Context: an optimization exercise on an open-source flow, tuned for small area. The choices shown serve that exercise and are no tape-out recipe. Function was not checked in any run shown here: the RTL went through the layout flow alone.

==> flow/design.v, too long to show whole: its modules and the start of the top module <==
// module mulNbit: 881 lines
// module ainv: 5 lines
// module ainvr: 5 lines
// module bxor: 5 lines
// module bxnor: 5 lines
// module btwon: 5 lines
// module bencn: 6 lines
// module bseln: 5 lines
// module fa: 6 lines
module mulNbit(a, b, clk, cin, rst, sum, cout);
  // ...
==> flow/flow/run.sh <==
#!/bin/bash
# The standard layout (standard.sh) with two changes:
#  - after the standard synthesis, every combinational cell is set to the
#    smallest drive strength of its family (flow/downsize.py); the resizer
#    in placement, CTS and routing upsizes what timing needs;
#  - the port buffers are the smallest buffer cell.
set -euo pipefail
ARGS=(BUFFER_PORTS_ARGS="-buffer_cell sky130_fd_sc_hd__buf_1")
R=orfs/results/sky130hd/mulNbit/base
bash standard.sh "${ARGS[@]}" synth > synth.log 2>&1
cp $R/1_2_yosys.v 1_2_yosys.standard.v
python3 flow/downsize.py "$FLOW_HOME/platforms/sky130hd/lib/sky130_fd_sc_hd__tt_025C_1v80.lib" $R/1_2_yosys.v > downsize.log 2>&1
rm -f $R/1_synth.odb $R/1_synth.sdc
bash standard.sh "${ARGS[@]}" finish > standard.log 2>&1
==> flow/flow/downsize.py <==
#!/usr/bin/env python3
"""Set every combinational cell of the synthesized netlist to the smallest
drive strength of its family (same function, same pins); the placement and
routing steps' resizer then upsizes whatever timing needs.
usage: downsize.py LIB NETLIST  (rewrites NETLIST in place)"""
import re
import sys
import collections

lib = open(sys.argv[1]).read()
cells = {}
for m in re.finditer(r'\n\s*cell\s*\(\s*"?(\w+)"?\s*\)\s*\{', lib):
    name = m.group(1)
    start = m.end()
    nxt = lib.find('\n    cell (', start)
    body = lib[start:nxt if nxt > 0 else len(lib)]
    am = re.search(r'area\s*:\s*([\d.]+)', body)
    pins = tuple(sorted(re.findall(r'pin\s*\(\s*"?(\w+)"?\s*\)', body)))
    ff = 'ff (' in body or 'ff(' in body or 'latch' in body
    cells[name] = (float(am.group(1)) if am else 0.0, pins, ff)
fam = collections.defaultdict(list)
for name, (area, pins, ff) in cells.items():
    m = re.match(r'(sky130_fd_sc_hd__\w+?)_(\d+)$', name)
    if m:
        fam[(m.group(1), pins)].append((area, int(m.group(2)), name))
best = {}
for (base, pins), lst in fam.items():
    lst.sort()
    for area, n, name in lst:
        best[name] = lst[0][2]
net = open(sys.argv[2]).read()
count = collections.Counter()


def rep(m):
    name = m.group(1)
    if name not in cells or cells[name][2]:
        return m.group(0)
    if name.startswith(('sky130_fd_sc_hd__clkbuf', 'sky130_fd_sc_hd__conb')):
        return m.group(0)
    b = best.get(name, name)
    if cells[b][0] >= cells[name][0]:
        b = name
    if b != name:
        count[(name, b)] += 1
    return m.group(0).replace(name, b, 1)


net = re.sub(r'^\s*(sky130_fd_sc_hd__\w+)\s', rep, net, flags=re.M)
open(sys.argv[2], 'w').write(net)
for (a, b), n in sorted(count.items()):
    print('%4d %s -> %s' % (n, a, b))
==> flow/standard.sh <==
#!/bin/bash
# synth_recipe.tcl (not shown) runs the flow's synth.tcl, then flattens the netlist and writes it again
# the make line also repeats each setting of config.mk as NAME=value (left out here)
make -C /OpenROAD-flow-scripts/flow DESIGN_CONFIG=/design/flow/config.mk WORK_HOME=/design/flow/orfs CLKGATE_MAP_FILE= SYNTH_SCRIPT=/design/flow/synth_recipe.tcl "${@:-finish}"
==> flow/config.mk <==
export PLATFORM = sky130hd
export DESIGN_NAME = mulNbit
export DESIGN_NICKNAME = mulNbit
export VERILOG_FILES = /design/flow/design.v
export SDC_FILE = /design/flow/constraint.sdc
export NUM_CORES = 4
export LEC_CHECK = 0
export CAP_MARGIN = 10
export CORE_MARGIN = 2
export CORE_UTILIZATION = 60
export CTS_BUF_LIST = sky130_fd_sc_hd__clkbuf_4 sky130_fd_sc_hd__clkbuf_8
export GPL_TIMING_DRIVEN = 1
export PLACE_DENSITY = 0.8
export SETUP_SLACK_MARGIN = 0.05
export SLEW_MARGIN = 10
export SYNTH_HIERARCHICAL = 1
export SYNTH_MINIMUM_KEEP_SIZE = 0
==> flow/constraint.sdc <==
create_clock -name core_clock -period 8.5 [get_ports {clk}]
set_input_delay 1.7000 -clock core_clock [delete_from_list [all_inputs] [get_ports {clk}]]
set_output_delay 1.7000 -clock core_clock [all_outputs]
set_load 0.01 [all_outputs]
==> out/metrics.yaml, run 1 <==
outcome: "timing/DRC/antenna clean"
dp_hpwl_um: 25200
buf_share_pct: 7.30
cts_buffers: 5
rsz0062_at_grt: "no"
drt-met1-wl_um: 12200
clk_path_buf_depth: 2
num_rows: 49
tap-cell-count: 229
clock_area_share_pct: 0.974
ios: 100
final_cell_mix: "309 x xor2_1, 271 x o22ai_1, 233 x fa_1"
place_ws_ns: 0.620
worstSetupPathType: "in -> reg"
crit_fanout: 32
wl_met3_um: 4010
sh_seq_area_pct: 5.36
finalWirelength_um: 34000
cts_tree: "built"
finalMaxSlewViolations: 0
io_buffers: 98
final_cell_area_um2: 12300
max-cap-violations: 0
fin_ws_ns: 0.833
sequential_cell_total: 33
largest_reg_flops: 32
==> run 2, diff against run 1 <==
--- a/flow/config.mk
+++ b/flow/config.mk
@@ -11,3 +11,5 @@
 export CTS_BUF_LIST = sky130_fd_sc_hd__clkbuf_4 sky130_fd_sc_hd__clkbuf_8
-export GPL_TIMING_DRIVEN = 1
+export CTS_CLUSTER_DIAMETER = 300
+export CTS_CLUSTER_SIZE = 40
+export GPL_TIMING_DRIVEN = 0
 export PLACE_DENSITY = 0.8
==> out/metrics.yaml, run 2 <==
start_util_pct: 61.2  # unchanged
gp_congestion: 0.970  # was 0.973
ios: 100  # unchanged
grt_max_degree: 34  # unchanged
antenna_found_initial: 0  # unchanged
hold_class: "in -> reg"  # unchanged
clkTransAtPathRegs_ns: 0.08  # about the same
critical_path_arrival_ns: 8.44  # was 7.87 ns
rsz0062_at_grt: "no"  # unchanged
route.detailed.drc: 0  # unchanged
outcome: "timing/DRC/antenna clean"  # unchanged
dp_hpwl_um: 23100  # was 25200 um
grt_util_all_layers_pct: 34.4  # was 35.0%
final_common_cell: "xor2_1"  # unchanged
die-area_um2: 19500  # unchanged
diodes: 0  # unchanged
core_area_um2: 18000  # unchanged
place_area_um2: 11800  # was 12200 um^2
grt_pass1_vias: 10000  # was 10.2k
overflow: 0  # unchanged
end_kind: "flop"  # unchanged
post_cts_resize_count: 14  # was 0
vias_per_cell: 6.91  # was 6.74
syn_nets: 1378  # unchanged
cts_setup_buffers: 0  # unchanged
cts_tree: "built"  # unchanged
cts_buffers: 5  # unchanged
dieWidth_um: 140  # unchanged
cts.htree.levels: 2  # unchanged
drt-initial-drc-count: 1269  # was 1107
largest_reg_flops: 32  # unchanged
syn_to_final_growth_pct: 8.29  # was 11.8%
drive_above_1_share_pct: 3.67  # was 6.58%
crit_fanout: 30  # was 32
relSlewSlack_pct: 7.55  # was 43.4%
finalMaxSlewViolations: 0  # unchanged
synth_cells: 1062  # unchanged
die_y_um: 140  # unchanged
fin_crit_sh_pct: 96.3  # was 90.2%
wire_per_inst_um: 24.1  # was 23.3 um
num_rows: 49  # unchanged
max-cap-violations: 0  # unchanged
cp-startpoint: "b[3]"  # was rst
final_cell_area_um2: 12000  # was 12300 um^2
seq_area_um2: 661  # unchanged
synth_warnings: 7  # unchanged
final_cell_mix: "309 x xor2_1, 271 x o22ai_1, 233 x fa_1"  # unchanged
ant_nets: 0  # unchanged
syn_area_um2: 11000  # unchanged
final_net_count: 1486  # was 1546
io_buffers: 98  # unchanged
grt_pass1_wl_um: 52600  # was 53300 um
clock-sinks: 33  # unchanged
synth_area_per_cell_um2: 10.4  # unchanged
hold_violations: 0  # unchanged
worstSetupPathType: "in -> reg"  # unchanged
fmax_ghz: 0.122  # was 0.130 GHz
nFillCells: 1471  # was 1390
clk_path_buf_depth: 2  # unchanged
cts_hold_buf: 0  # unchanged
finalWirelength_um: 33700  # was 34000 um
first_pass_iters: 7  # was 6
multi_input_area_um2: 10300  # about the same
fin_tns_setup_ns: 0  # unchanged
clock-root-buffer: "clkbuf_8"  # unchanged
period_needed_ns: 8.19  # was 7.67 ns
start_kind: "primary input"  # unchanged
tightest_slew_ns: 1.39  # was 0.847 ns
cp_data_required_time_ns: 8.75  # was 8.71 ns
num_vias: 9680  # was 9846
crit_end: "cout"  # unchanged
finalSetupViolations: 0  # unchanged
## run 2: worst min path at each step
stage,slack (ns),cells past startpoint,start,to
after global placement,2.09,1,sum[15],sum[15]
after global routing,2.14,3,b[0],sum[0]
after CTS,2.06,4,b[3],sum[3]
final,2.06,4,b[3],sum[3]
after detailed placement,2.08,1,sum[17],sum[17]
after floorplan,1.95,2,b[1],sum[1]
## run 2: final cells by class
| type | count | area share (%) |
|---|---|---|
| timing repair buffer | 101 | 3.81 |
| multi-input combinational | 998 | 86.2 |
| clock inverter | 1 | 0.251 |
| buffer | 2 | 0.0733 |
| sequential | 33 | 5.53 |
| clock buffer | 7 | 0.754 |
| tap | 229 | 2.40 |
| inverter | 29 | 0.942 |
## run 2: metrics by stage
stage	setup slack, ns	instances	utilization [%]	hold WS, ns
5_1_grt	0.0910	1400	66.3	2.14
2_1_floorplan	0.954	1062	-	1.95
6_report	0.312	1400	66.3	2.06
4_1_cts	0.0785	1400	66.2	2.06
3_5_place_dp	-0.750	1392	65.3	2.08
3_3_place_gp	-1.39	1389	64.9	2.09
## run 2: worst max-delay path, cell delays in order
cell      delay [ns]
buf_2           0.14
buf_12          0.25
xor2_1          0.19
nand2b_1        1.07
o22ai_1         0.18
xor2_1          0.23
fa_1            0.49
fa_1            0.51
fa_1            0.48
fa_1            0.53
fa_1            0.44
fa_1            0.46
fa_1            0.42
xnor2_1         0.15
xnor2_1         0.25
xnor2_1         0.12
xnor2_1         0.23
xnor2_1         0.11
xnor2_1         0.33
xnor2_1         0.16
## run 2: routing by layer
layer | GRT usage, % | vias up | wire length [um]
li1 | - | 4002 | -
met4 | 18.0 | 0 | 1810
met1 | 43.2 | 4682 | 11900
met2 | 55.1 | 821 | 16000
met3 | 9.05 | 175 | 4040
met5 | 0 | - | 0
==> run 3, diff against run 2 <==
--- a/flow/config.mk
+++ b/flow/config.mk
@@ -10,5 +10,4 @@
 export CORE_UTILIZATION = 60
-export CTS_BUF_LIST = sky130_fd_sc_hd__clkbuf_4 sky130_fd_sc_hd__clkbuf_8
-export CTS_CLUSTER_DIAMETER = 300
-export CTS_CLUSTER_SIZE = 40
+export CTS_BUF_LIST = sky130_fd_sc_hd__clkbuf_8
+export CTS_CLUSTER_SIZE = 20
 export GPL_TIMING_DRIVEN = 0
==> out/metrics.yaml, run 3 <==
clock-root-buffer: "clkbuf_8"  # unchanged
cts_hold_buf: 0  # unchanged
crit_chain: "buf_2, xor2_1, nand2b_1, o22ai_1, xor2_1, fa_1, fa_1, fa_1, fa_1, fa_1, fa_1, fa_1, xnor2_1, xnor2_1, xnor2_1, xnor2_1, xnor2_1, xnor2_1, xnor2_1"  # was buf_2, buf_12, xor2_1, nand2b_1, o22ai_1, xor2_1, fa_1, fa_1, fa_1, fa_1, fa_1, fa_1, fa_1, xnor2_1, xnor2_1, xnor2_1, xnor2_1, xnor2_1, xnor2_1, xnor2_1
grt_pass1_vias: 9973  # was 10.0k
die_y_um: 140  # unchanged
wl_met2_um: 16100  # was 16000 um
critPathSlowestCell: "nand2b_1"  # unchanged
final_util_pct: 66.3  # about the same
hold_class: "in -> reg"  # unchanged
start_kind: "primary input"  # unchanged
num_rows: 49  # unchanged
fmax_ghz: 0.122  # about the same
grt_pass1_wl_um: 52600  # about the same
fin_crit_sh_pct: 96.5  # was 96.3%
ant_nets: 0  # unchanged
clk_path_buf_depth: 2  # unchanged
cp_data_required_time_ns: 8.74  # was 8.75 ns
synth_area_per_cell_um2: 10.4  # unchanged
wire_per_inst_um: 23.9  # was 24.1 um
syn_nets: 1378  # unchanged
cts_setup_buffers: 0  # unchanged
critical_path_arrival_ns: 8.44  # about the same
final_net_count: 1486  # unchanged
io_buffers: 98  # unchanged
hold_violations: 0  # unchanged
rsz0062_at_grt: "no"  # unchanged
largest_reg_flops: 32  # unchanged
relSlewSlack_pct: 11.5  # was 7.55%
syn_to_final_growth_pct: 8.25  # was 8.29%
end_kind: "flop"  # unchanged
path_delay_family: "adder cells"  # unchanged
final_cell_area_um2: 11900  # was 12000 um^2
overflow: 0  # unchanged
drt-initial-drc-count: 1409  # was 1269
synth_warnings: 7  # unchanged
diodes: 0  # unchanged
crit_fanout: 23  # was 30
place_area_um2: 11800  # unchanged
tightest_slew_ns: 1.33  # was 1.39 ns
first_pass_iters: 8  # was 7
ios: 100  # unchanged
cts.htree.levels: 2  # unchanged
max_stage_delay_ns: 0.76  # was 1.07 ns
antenna_found_initial: 0  # unchanged
route.detailed.drc: 0  # unchanged
synth_cells: 1062  # unchanged
top_layer: "met4"  # unchanged
grt_max_degree: 34  # unchanged
cts_buffers: 5  # unchanged
period_needed_ns: 8.20  # was 8.19 ns
clock-sinks: 33  # unchanged
drt-met1-wl_um: 12000  # was 11900 um
max-cap-violations: 0  # unchanged
cts_tree: "built"  # unchanged
core_area_um2: 18000  # unchanged
worstSetupPathType: "in -> reg"  # unchanged
finalWirelength_um: 33500  # was 33700 um
crit_buf_inv: 1  # was 2
vias_per_cell: 6.88  # was 6.91
dp_hpwl_um: 23100  # unchanged
finalMaxSlewViolations: 0  # unchanged
wl_met3_um: 3810  # was 4040 um
final_cell_mix: "309 x xor2_1, 271 x o22ai_1, 233 x fa_1"  # unchanged
gp_congestion: 0.970  # unchanged
drive_above_1_share_pct: 3.59  # was 3.67%
syn_area_um2: 11000  # unchanged
start_util_pct: 61.2  # unchanged
clkTransAtPathRegs_ns: 0.08  # about the same
die-area_um2: 19500  # unchanged
grt_util_all_layers_pct: 34.4  # about the same
final_common_cell: "xor2_1"  # unchanged
num_vias: 9630  # was 9680
outcome: "timing/DRC/antenna clean"  # unchanged
finalSetupViolations: 0  # unchanged
dieWidth_um: 140  # unchanged
run 3: cell types whose count changed in the layout (fill, tap and decap cells not counted), sizes merged:
cell    change
inv         +1
clkbuf      -1
run 3: worst paths after layout:
path / start / end / slack [ns] / cells after the start
max: b[13] / cout / 0.30 / 19
min: b[3] / sum[3] / 2.07 / 4
run 3: layout make-up:
| type | count | area, um^2 |
|---|---|---|
| buffer | 2 | 8.76 |
| clock buffer | 6 | 82.6 |
| clock inverter | 2 | 33.8 |
| fill | 1473 | 6080 |
| inverter | 29 | 113 |
| multi-input combinational | 998 | 10300 |
| sequential | 33 | 661 |
| tap | 229 | 287 |
| timing repair buffer | 101 | 455 |
run 3: metrics by stage:
stage	worst slack (ns)	TNS, ns	hold slack [ns]	instances
global route	0.0913	0	2.14	1400
global placement	-1.39	-17.91	2.09	1389
floorplan	0.954	0	1.95	1062
detailed placement	-0.750	-8.41	2.08	1392
finish	0.299	0	2.07	1400
CTS	0.0711	0	2.06	1400
run 3: what timing repair did:
item | 4_1_cts | 5_1_grt
resized for setup | 14 | 10
pin swaps | 0 | 0
setup endpoints to repair | 16 | 9
run 3: routing by layer:
metal  up-vias  track usage (%)
li1       4003                -
met2       817             55.8
met5         -                0
met1      4672             43.3
met3       138             9.08
met4         0             16.3
==> run 4, diff against run 3 <==
--- a/flow/flow/run.sh
+++ b/flow/flow/run.sh
@@ -5,5 +5,6 @@
 #    in placement, CTS and routing upsizes what timing needs;
-#  - the port buffers are the smallest buffer cell.
+#  - the port buffers are the smallest buffer cell;
+#  - after global routing, non-critical cells are downsized (RECOVER_POWER).
 set -euo pipefail
-ARGS=(BUFFER_PORTS_ARGS="-buffer_cell sky130_fd_sc_hd__buf_1")
+ARGS=(BUFFER_PORTS_ARGS="-buffer_cell sky130_fd_sc_hd__buf_1" RECOVER_POWER=100)
 R=orfs/results/sky130hd/mulNbit/base
--- a/flow/config.mk
+++ b/flow/config.mk
@@ -10,4 +10,3 @@
 export CORE_UTILIZATION = 60
-export CTS_BUF_LIST = sky130_fd_sc_hd__clkbuf_8
-export CTS_CLUSTER_SIZE = 20
+export CTS_BUF_LIST = sky130_fd_sc_hd__clkbuf_4 sky130_fd_sc_hd__clkbuf_8
 export GPL_TIMING_DRIVEN = 0
==> out/metrics.yaml, run 4 <==
outcome: "timing/DRC/antenna clean"  # unchanged
period_needed_ns: 8.19  # was 8.20 ns
crit_chain: "buf_2, buf_12, xor2_1, nand2b_1, o22ai_1, xor2_1, fa_1, fa_1, fa_1, fa_1, fa_1, fa_1, fa_1, xnor2_1, xnor2_1, xnor2_1, xnor2_1, xnor2_1, xnor2_1, xnor2_1"  # was buf_2, xor2_1, nand2b_1, o22ai_1, xor2_1, fa_1, fa_1, fa_1, fa_1, fa_1, fa_1, fa_1, xnor2_1, xnor2_1, xnor2_1, xnor2_1, xnor2_1, xnor2_1, xnor2_1
top_usage_layer: "met2"  # unchanged
grt_util_all_layers_pct: 34.4  # about the same
start_util_pct: 61.2  # unchanged
vias_per_cell: 6.91  # was 6.88
core_area_um2: 18000  # unchanged
nFillCells: 1471  # was 1473
seq_area_um2: 661  # unchanged
holdPathStages: 4  # unchanged
final_util_pct: 66.3  # about the same
crit_buf_inv: 2  # was 1
hold_violations: 0  # unchanged
grt_use_met1_pct: 43.2  # was 43.3%
num_vias: 9680  # was 9630
clock-sinks: 33  # unchanged
tightest_slew_ns: 1.39  # was 1.33 ns
fmax_ghz: 0.122  # about the same
largest_reg_flops: 32  # unchanged
cts_buffers: 5  # unchanged
synth_area_per_cell_um2: 10.4  # unchanged
final_cell_area_um2: 12000  # was 11900 um^2
max-cap-violations: 0  # unchanged
cts_setup_buffers: 0  # unchanged
finalMaxSlewViolations: 0  # unchanged
dp_hpwl_um: 23100  # unchanged
worstSetupPathType: "in -> reg"  # unchanged
start_kind: "primary input"  # unchanged
syn_area_um2: 11000  # unchanged
crit_fanout: 30  # was 23
antenna_found_initial: 0  # unchanged
ant_nets: 0  # unchanged
finalWirelength_um: 33700  # was 33500 um
critical_path_arrival_ns: 8.44  # about the same
syn_to_final_growth_pct: 8.29  # was 8.25%
drive_above_1_share_pct: 3.67  # was 3.59%
synth_cells: 1062  # unchanged
grtUsageMet2_pct: 55.1  # was 55.8%
fin_crit_sh_pct: 96.3  # was 96.5%
first_pass_iters: 7  # was 8
clk_path_buf_depth: 2  # unchanged
cts.htree.levels: 2  # unchanged
synth_warnings: 7  # unchanged
min-delay-start: "b[3]"  # unchanged
place_area_um2: 11800  # unchanged
rsz0062_at_grt: "no"  # unchanged
cp-startpoint: "b[3]"  # was b[13]
ios: 100  # unchanged
clock-root-buffer: "clkbuf_8"  # unchanged
gp_congestion: 0.970  # unchanged
cts_hold_buf: 0  # unchanged
drt-initial-drc-count: 1269  # was 1409
multi_input_area_um2: 10300  # unchanged
final_net_count: 1486  # unchanged
max_stage_delay_ns: 1.07  # was 0.76 ns
die-area_um2: 19500  # unchanged
grt_pass1_wl_um: 52600  # about the same
finalSetupViolations: 0  # unchanged
io_buffers: 98  # unchanged
overflow: 0  # unchanged
grt_max_degree: 34  # unchanged
end_kind: "flop"  # unchanged
cts_tree: "built"  # unchanged
critPathSlowestCell: "nand2b_1"  # unchanged
wire_per_inst_um: 24.1  # was 23.9 um
final_cell_mix: "309 x xor2_1, 271 x o22ai_1, 233 x fa_1"  # unchanged
route.detailed.drc: 0  # unchanged
dieWidth_um: 140  # unchanged
num_rows: 49  # unchanged
die_y_um: 140  # unchanged
final_common_cell: "xor2_1"  # unchanged
syn_nets: 1378  # unchanged
clkTransAtPathRegs_ns: 0.08  # about the same
holdPathEnd: "sum[3]"  # unchanged
cp_data_required_time_ns: 8.75  # was 8.74 ns
hold_class: "in -> reg"  # unchanged
grt_pass1_vias: 10000  # was 9973
grt_use_met3_pct: 9.05  # was 9.08%
relSlewSlack_pct: 7.55  # was 11.5%
diodes: 0  # unchanged
path_delay_family: "adder cells"  # unchanged
## run 4: cell count changes in the layout (fill, tap and decap cells not counted)
cell and change:
clkbuf_4 +1, inv_1 -1
## run 4: per-layer routing
metal | vias up | part of all wire [%]
met5 | - | 0
met4 | 0 | 5.4
met3 | 175 | 12
met2 | 821 | 47
met1 | 4682 | 35
li1 | 4002 | -
## run 4: how the worst max path moves through the flow
stage | slack (ns) | to | depth (start not counted)
2_1_floorplan | 0.95 | sum[24] | 17
3_3_place_gp | -1.39 | cout | 18
3_5_place_dp | -0.75 | sum[25] | 19
4_1_cts | 0.08 | cout | 20
5_1_grt | 0.09 | cout | 20
6_report | 0.31 | cout | 20
## run 4: repair_timing
action | CTS | global route
hold endpoints to repair | 0 | 0
setup endpoints to repair | 16 | 9
gates resized for setup | 14 | 10
## run 4: final cells by class
cell class	count	share of cell area, %
clock inverters	1	0.251
flip-flops and latches	33	5.53
well taps	229	2.40
clock buffers	7	0.754
repair buffers	101	3.81
plain buffers	2	0.0733
multi-input cells	998	86.2
inverters	29	0.942
## run 4: through the flow
step	worst slack [ns]	std cells	hold slack [ns]	TNS (ns)
after global placement	-1.39	1389	2.09	-17.91
after floorplan	0.954	1062	1.95	0
final	0.312	1400	2.06	0
after detailed placement	-0.750	1392	2.08	-8.41
after CTS	0.0785	1400	2.06	0
after global routing	0.0910	1400	2.14	0

what the ideal ports hide:
Ports are ideal in the flow. The routed layouts listed here were re-timed in OpenROAD. Step 1 assumes that a clkbuf_16 drives the clock port and a buf_2 every other input. Step 2, shift: input delay + t, output delay - t, t = (earliest + latest rising clock arrival at the registers) / 2. This alone moves slack from input paths to output paths. Three values: ideal ports, drivers, drivers and shift; two values: the first two.
run	shift t [ns]	setup slack, ns	worst hold slack (ns)	worst setup path at the end	worst data-port slew with drivers (ns)
run 1	0.362	0.833 / 0.849 / 0.486	1.997 / 1.982 / 2.105	input to register	0.06
run 2	0.361	0.312 / 0.319 / -0.042	2.061 / 2.044 / 2.105	input to register	0.04
run 3	0.353	0.299 / 0.305 / -0.048	2.069 / 2.052 / 2.105	input to register	0.04
run 4	0.361	0.312 / 0.319 / -0.042	2.061 / 2.044 / 2.105	input to register	0.04
With both steps, setup timing fails in run 2, run 3 and run 4, where it was met with ideal ports.
